This design comes from an exercise in tuning for small area and a short achievable clock period on the open sky130 flow, not from production work. Power figures rest on the tool's default switching activity, not on a simulated workload.

Design fp_mul, start of the top module:
module fp_mul(clk, op1, op2, result, under, over);
input wire clk;
input wire [15:0] op1, op2;
output wire [15:0] result;
output wire under, over;
wire [13:0] bx = {2'b00, op2[10:0], 1'b0};
wire [5:0] one_d, two_d;
wire [4:0] neg_d;
genvar i;
generate for (i = 0; i < 6; i = i + 1) begin : g_booth
	assign one_d[i] = bx[2*i+1] ^ bx[2*i];
	assign two_d[i] = (bx[2*i+2] & ~bx[2*i+1] & ~bx[2*i]) | (~bx[2*i+2] & bx[2*i+1] & bx[2*i]);
	if (i < 5) begin : g_neg
		assign neg_d[i] = bx[2*i+2];
	end
end endgenerate
reg [10:0] sa;
reg [5:0] bone, btwo;
reg [4:0] bneg;
reg [4:0] e1;
reg sg1;
always @(posedge clk)
begin
	sa <= op1[10:0];
	bone <= one_d;
	btwo <= two_d;
	bneg <= neg_d;
	e1 <= {1'b0, op1[14:11]} + {1'b0, op2[14:11]} - 5'd7;
	sg1 <= op1[15] ^ op2[15];
end
wire [20:0] rx, ry;
fp1 stage1(.a(sa), .one(bone), .two(btwo), .neg(bneg), .rx(rx), .ry(ry));
wire [20:0] px = rx, py = ry;
wire [12:0] lo = {1'b0, px[11:0]} + {1'b0, py[11:0]};
wire [8:0] h0 = px[20:12] + py[20:12];
wire [8:0] h1 = px[20:12] + py[20:12] + 1'b1;
reg [8:0] h0r, h1r;
reg hc;
reg [2:0] lo2;
reg [4:0] e2;
reg sg2;
always @(posedge clk)
begin
	h0r <= h0;
	h1r <= h1;
	hc <= lo[12];
	lo2 <= lo[11:9];
	e2 <= e1;
	sg2 <= sg1;
end
wire [8:0] hi = hc ? h1r : h0r;
wire [20:9] s = {hi, lo2};
fp2 stage2(.s(s), .e(e2), .sign(sg2), .fp_result(result), .under(under), .over(over));
endmodule
Size: about 62 flip-flops, ~51 I/O pins, roughly 5400 um2 of cells after synthesis.
==> module fp_mul, before the edit <==
module fp_mul(clk, op1, op2, result, under, over);
input wire clk;
input wire [15:0] op1, op2;
output wire [15:0] result;
output wire under, over;
wire [13:0] bx = {2'b00, op2[10:0], 1'b0};
wire [5:0] one_d, two_d;
wire [4:0] neg_d;
genvar i;
generate for (i = 0; i < 6; i = i + 1) begin : g_booth
	assign one_d[i] = bx[2*i+1] ^ bx[2*i];
	assign two_d[i] = (bx[2*i+2] & ~bx[2*i+1] & ~bx[2*i]) | (~bx[2*i+2] & bx[2*i+1] & bx[2*i]);
	if (i < 5) begin : g_neg
		assign neg_d[i] = bx[2*i+2];
	end
end endgenerate
reg [10:0] sa;
reg [5:0] bone, btwo;
reg [4:0] bneg;
reg [4:0] e1;
reg sg1;
always @(posedge clk)
begin
	sa <= op1[10:0];
	bone <= one_d;
	btwo <= two_d;
	bneg <= neg_d;
	e1 <= {1'b0, op1[14:11]} + {1'b0, op2[14:11]} - 5'd7;
	sg1 <= op1[15] ^ op2[15];
end
wire [20:0] rx, ry;
fp1 stage1(.a(sa), .one(bone), .two(btwo), .neg(bneg), .rx(rx), .ry(ry));
wire [20:0] px = rx, py = ry;
wire [12:0] lo = {1'b0, px[11:0]} + {1'b0, py[11:0]};
wire [8:0] h0 = px[20:12] + py[20:12];
wire [8:0] h1 = px[20:12] + py[20:12] + 1'b1;
reg [8:0] h0r, h1r;
reg hc;
reg [2:0] lo2;
reg [4:0] e2;
reg sg2;
always @(posedge clk)
begin
	h0r <= h0;
	h1r <= h1;
	hc <= lo[12];
	lo2 <= lo[11:9];
	e2 <= e1;
	sg2 <= sg1;
end
wire [8:0] hi = hc ? h1r : h0r;
wire [20:9] s = {hi, lo2};
fp2 stage2(.s(s), .e(e2), .sign(sg2), .fp_result(result), .under(under), .over(over));
endmodule
==> flow/config.mk <==
export PLATFORM = sky130hd
export DESIGN_NAME = fp_mul
export DESIGN_NICKNAME = fp_mul
export VERILOG_FILES = /design/flow/design.v
export SDC_FILE = /design/flow/constraint.sdc
export NUM_CORES = 4
export LEC_CHECK = 0
export CAP_MARGIN = 20
export CORE_MARGIN = 2
export CORE_UTILIZATION = 40
export SLEW_MARGIN = 20
export SYNTH_HIERARCHICAL = 1
export SYNTH_MINIMUM_KEEP_SIZE = 0
==> flow/constraint.sdc <==
create_clock -name core_clock -period 5.3 [get_ports {clk}]
set_input_delay 1.0600 -clock core_clock [delete_from_list [all_inputs] [get_ports {clk}]]
set_output_delay 1.0600 -clock core_clock [all_outputs]
set_load 0.01 [all_outputs]
standard.sh (not shown) runs the stock make flow with config.mk's settings and CLKGATE_MAP_FILE= SYNTH_SCRIPT=/design/flow/synth_recipe.tcl, a recipe that flattens the netlist after the stock synthesis.
==> flow/flow/run.sh <==
#!/bin/bash
# The standard layout (the standard.sh) with two changes: plain buf_1
# cells as the input and output port buffers instead of the ones
# buffer_ports picks, and clock tree synthesis without dummy load cells.
export BUFFER_PORTS_ARGS="-buffer_cell sky130_fd_sc_hd__buf_1"
export CTS_ARGS="-sink_clustering_enable -repair_clock_nets -buf_list sky130_fd_sc_hd__clkbuf_8 -dont_use_dummy_load"
bash standard.sh > standard.log 2>&1
==> next run, changes <==
--- a/flow/design.v
+++ b/flow/design.v
@@ -376,25 +376,25 @@
 end
 wire [20:0] rx, ry;
 fp1 stage1(.a(sa), .one(bone), .two(btwo), .neg(bneg), .rx(rx), .ry(ry));
 wire [20:0] px = rx, py = ry;
-wire [12:0] lo = {1'b0, px[11:0]} + {1'b0, py[11:0]};
-wire [8:0] h0 = px[20:12] + py[20:12];
-wire [8:0] h1 = px[20:12] + py[20:12] + 1'b1;
-reg [8:0] h0r, h1r;
+wire [13:0] lo = {1'b0, px[12:0]} + {1'b0, py[12:0]};
+wire [7:0] h0 = px[20:13] + py[20:13];
+wire [7:0] h1 = px[20:13] + py[20:13] + 1'b1;
+reg [7:0] h0r, h1r;
 reg hc;
-reg [2:0] lo2;
+reg [3:0] lo2;
 reg [4:0] e2;
 reg sg2;
 always @(posedge clk)
 begin
 	h0r <= h0;
 	h1r <= h1;
-	hc <= lo[12];
-	lo2 <= lo[11:9];
+	hc <= lo[13];
+	lo2 <= lo[12:9];
 	e2 <= e1;
 	sg2 <= sg1;
 end
-wire [8:0] hi = hc ? h1r : h0r;
+wire [7:0] hi = hc ? h1r : h0r;
 wire [20:9] s = {hi, lo2};
 fp2 stage2(.s(s), .e(e2), .sign(sg2), .fp_result(result), .under(under), .over(over));
 endmodule
What happened: Routed wire length drops by 5.5%; sequential share of layout area drops by 0.25 points; first-iteration DRC count drops by 44%; setup slack gains 210 ps; clock-buffer cell count stays the same; synthesized cell count drops by 3.2%; global-route usage drops by 0.73 points; flip-flop and latch count drops by 1.
Function was not checked in any run of this note: the RTL went through the layout flow alone.

========
== v6 ==
fp_mul, a different RTL version from the one above (not shown whole).
Size: roughly 500 cells after synthesis, ~60 flip-flops, about 51 I/O pins, roughly 0.0054 mm2 of cells after synthesis.
==> module fp_mul, before the edit <==
module fp_mul(clk, op1, op2, result, under, over);
input wire clk;
input wire [15:0] op1, op2;
output wire [15:0] result;
output wire under, over;
wire [13:0] bx = {2'b00, op2[10:0], 1'b0};
wire [5:0] one_d, two_d;
wire [4:0] neg_d;
genvar i;
generate for (i = 0; i < 6; i = i + 1) begin : g_booth
	assign one_d[i] = bx[2*i+1] ^ bx[2*i];
	assign two_d[i] = (bx[2*i+2] & ~bx[2*i+1] & ~bx[2*i]) | (~bx[2*i+2] & bx[2*i+1] & bx[2*i]);
	if (i < 5) begin : g_neg
		assign neg_d[i] = bx[2*i+2];
	end
end endgenerate
reg [10:0] sa;
reg [5:0] bone, btwo;
reg [4:0] bneg;
reg [4:0] e1;
reg sg1;
always @(posedge clk)
begin
	sa <= op1[10:0];
	bone <= one_d;
	btwo <= two_d;
	bneg <= neg_d;
	e1 <= {1'b0, op1[14:11]} + {1'b0, op2[14:11]} - 5'd7;
	sg1 <= op1[15] ^ op2[15];
end
wire [20:0] rx, ry;
fp1 stage1(.a(sa), .one(bone), .two(btwo), .neg(bneg), .rx(rx), .ry(ry));
wire [20:0] px = rx, py = ry;
wire [14:0] lo = {1'b0, px[13:0]} + {1'b0, py[13:0]};
wire [6:0] h0 = px[20:14] + py[20:14];
wire [7:0] h1w = {px[20:14], 1'b1} + {py[20:14], 1'b1};
wire [6:0] h1 = h1w[7:1];    
reg [6:0] h0r, h1r;
reg hc;
reg [4:0] lo2;
reg [4:0] e2;
reg sg2;
always @(posedge clk)
begin
	h0r <= h0;
	h1r <= h1;
	hc <= lo[14];
	lo2 <= lo[13:9];
	e2 <= e1;
	sg2 <= sg1;
end
wire [6:0] hi = hc ? h1r : h0r;
wire [20:9] s = {hi, lo2};
fp2 stage2(.s(s), .e(e2), .sign(sg2), .fp_result(result), .under(under), .over(over));
endmodule
==> flow/config.mk <==
export PLATFORM = sky130hd
export DESIGN_NAME = fp_mul
export DESIGN_NICKNAME = fp_mul
export VERILOG_FILES = /design/flow/design.v
export SDC_FILE = /design/flow/constraint.sdc
export NUM_CORES = 4
export LEC_CHECK = 0
export CAP_MARGIN = 20
export CORE_MARGIN = 2
export CORE_UTILIZATION = 40
export SETUP_SLACK_MARGIN = 1.7
export SLEW_MARGIN = 20
export SYNTH_HIERARCHICAL = 1
export SYNTH_MINIMUM_KEEP_SIZE = 0
==> flow/constraint.sdc <==
create_clock -name core_clock -period 5.3 [get_ports {clk}]
set_input_delay 1.0600 -clock core_clock [delete_from_list [all_inputs] [get_ports {clk}]]
set_output_delay 1.0600 -clock core_clock [all_outputs]
set_load 0.01 [all_outputs]
Scripts as last shown in full above: flow/flow/run.sh
[inputs] v7 vs v6
diff --git a/flow/design.v b/flow/design.v
--- a/flow/design.v
+++ b/flow/design.v
@@ -374,28 +374,25 @@
 	e1 <= {1'b0, op1[14:11]} + {1'b0, op2[14:11]} - 5'd7;
 	sg1 <= op1[15] ^ op2[15];
 end
 wire [20:0] rx, ry;
 fp1 stage1(.a(sa), .one(bone), .two(btwo), .neg(bneg), .rx(rx), .ry(ry));
 wire [20:0] px = rx, py = ry;
-wire [14:0] lo = {1'b0, px[13:0]} + {1'b0, py[13:0]};
-wire [6:0] h0 = px[20:14] + py[20:14];
-wire [7:0] h1w = {px[20:14], 1'b1} + {py[20:14], 1'b1};
-wire [6:0] h1 = h1w[7:1];    
-reg [6:0] h0r, h1r;
+wire [12:0] lo = {1'b0, px[11:0]} + {1'b0, py[11:0]};
+wire [8:0] h0 = px[20:12] + py[20:12];
+reg [8:0] h0r;
 reg hc;
-reg [4:0] lo2;
+reg [2:0] lo2;
 reg [4:0] e2;
 reg sg2;
 always @(posedge clk)
 begin
 	h0r <= h0;
-	h1r <= h1;
-	hc <= lo[14];
-	lo2 <= lo[13:9];
+	hc <= lo[12];
+	lo2 <= lo[11:9];
 	e2 <= e1;
 	sg2 <= sg1;
 end
-wire [6:0] hi = hc ? h1r : h0r;
+wire [8:0] hi = h0r + hc;
 wire [20:9] s = {hi, lo2};
 fp2 stage2(.s(s), .e(e2), .sign(sg2), .fp_result(result), .under(under), .over(over));
 endmodule
==> comparison <==
- Routing usage on met1 for v7: 1.5 points down relative to v6
- The number of inverters outside the clock class in the layout in v6 is 1.3 times that in v7.
- Max clock sink total across v7 and v6: v6
- Ratio of final minimum period to clock period in v7 is 3.2 points above v6.
- Layout overhead on the synthesized area: v7 vs v6 up 5.5 points
- Cell count after placement: v7 and v6 compared, higher one is v6
- Comparing v7 and v6, critical path required time is higher on v6.
- Number of fillers in the final layout, v7 vs v6: down by a little under 10%
- Compared with v6, in v7 fraction of power consumed by the clock network moved down; full die area decreased by about 4.6% relative to the old numbers; combinational group share of total power now larger; non-filler instance count after layout fell by 2.
No run of this note included a check of the RTL's function; only the layout flow was run.

[afterwards: timing with drivers on the ports]
Ports are ideal in the flow. The routed layouts listed here were re-timed in OpenROAD.
Step 1 sets driving cells, clkbuf_16 on the clock port and buf_2 on the other inputs (assumed; they add their load-dependent delay and slew).
Step 2 moves the port delays by t, midway between the first and last clock arrival at a register: inputs arrive t later, outputs are due t later. That takes back most of the time a late clock gives input paths.
a / b / c = ideal ports / drivers / drivers and shift; a / b = the first two.
| run | t, ns | setup WS [ns] | worst setup path at the end | cell pins on the clock port's net |
|---|---|---|---|---|
| the first run of note 1 | 0.362 | 0.857 / 0.857 / 0.857 | register to register | 1 |
| the second run of note 1 | 0.380 | 1.072 / 1.072 / 1.072 | register to register | 1 |
| v6 | 0.353 | 1.838 / 1.838 / 1.838 | register to register | 1 |
| v7 | 0.337 | 1.671 / 1.671 / 1.671 | register to register | 1 |
After both steps every run listed still meets setup and hold.
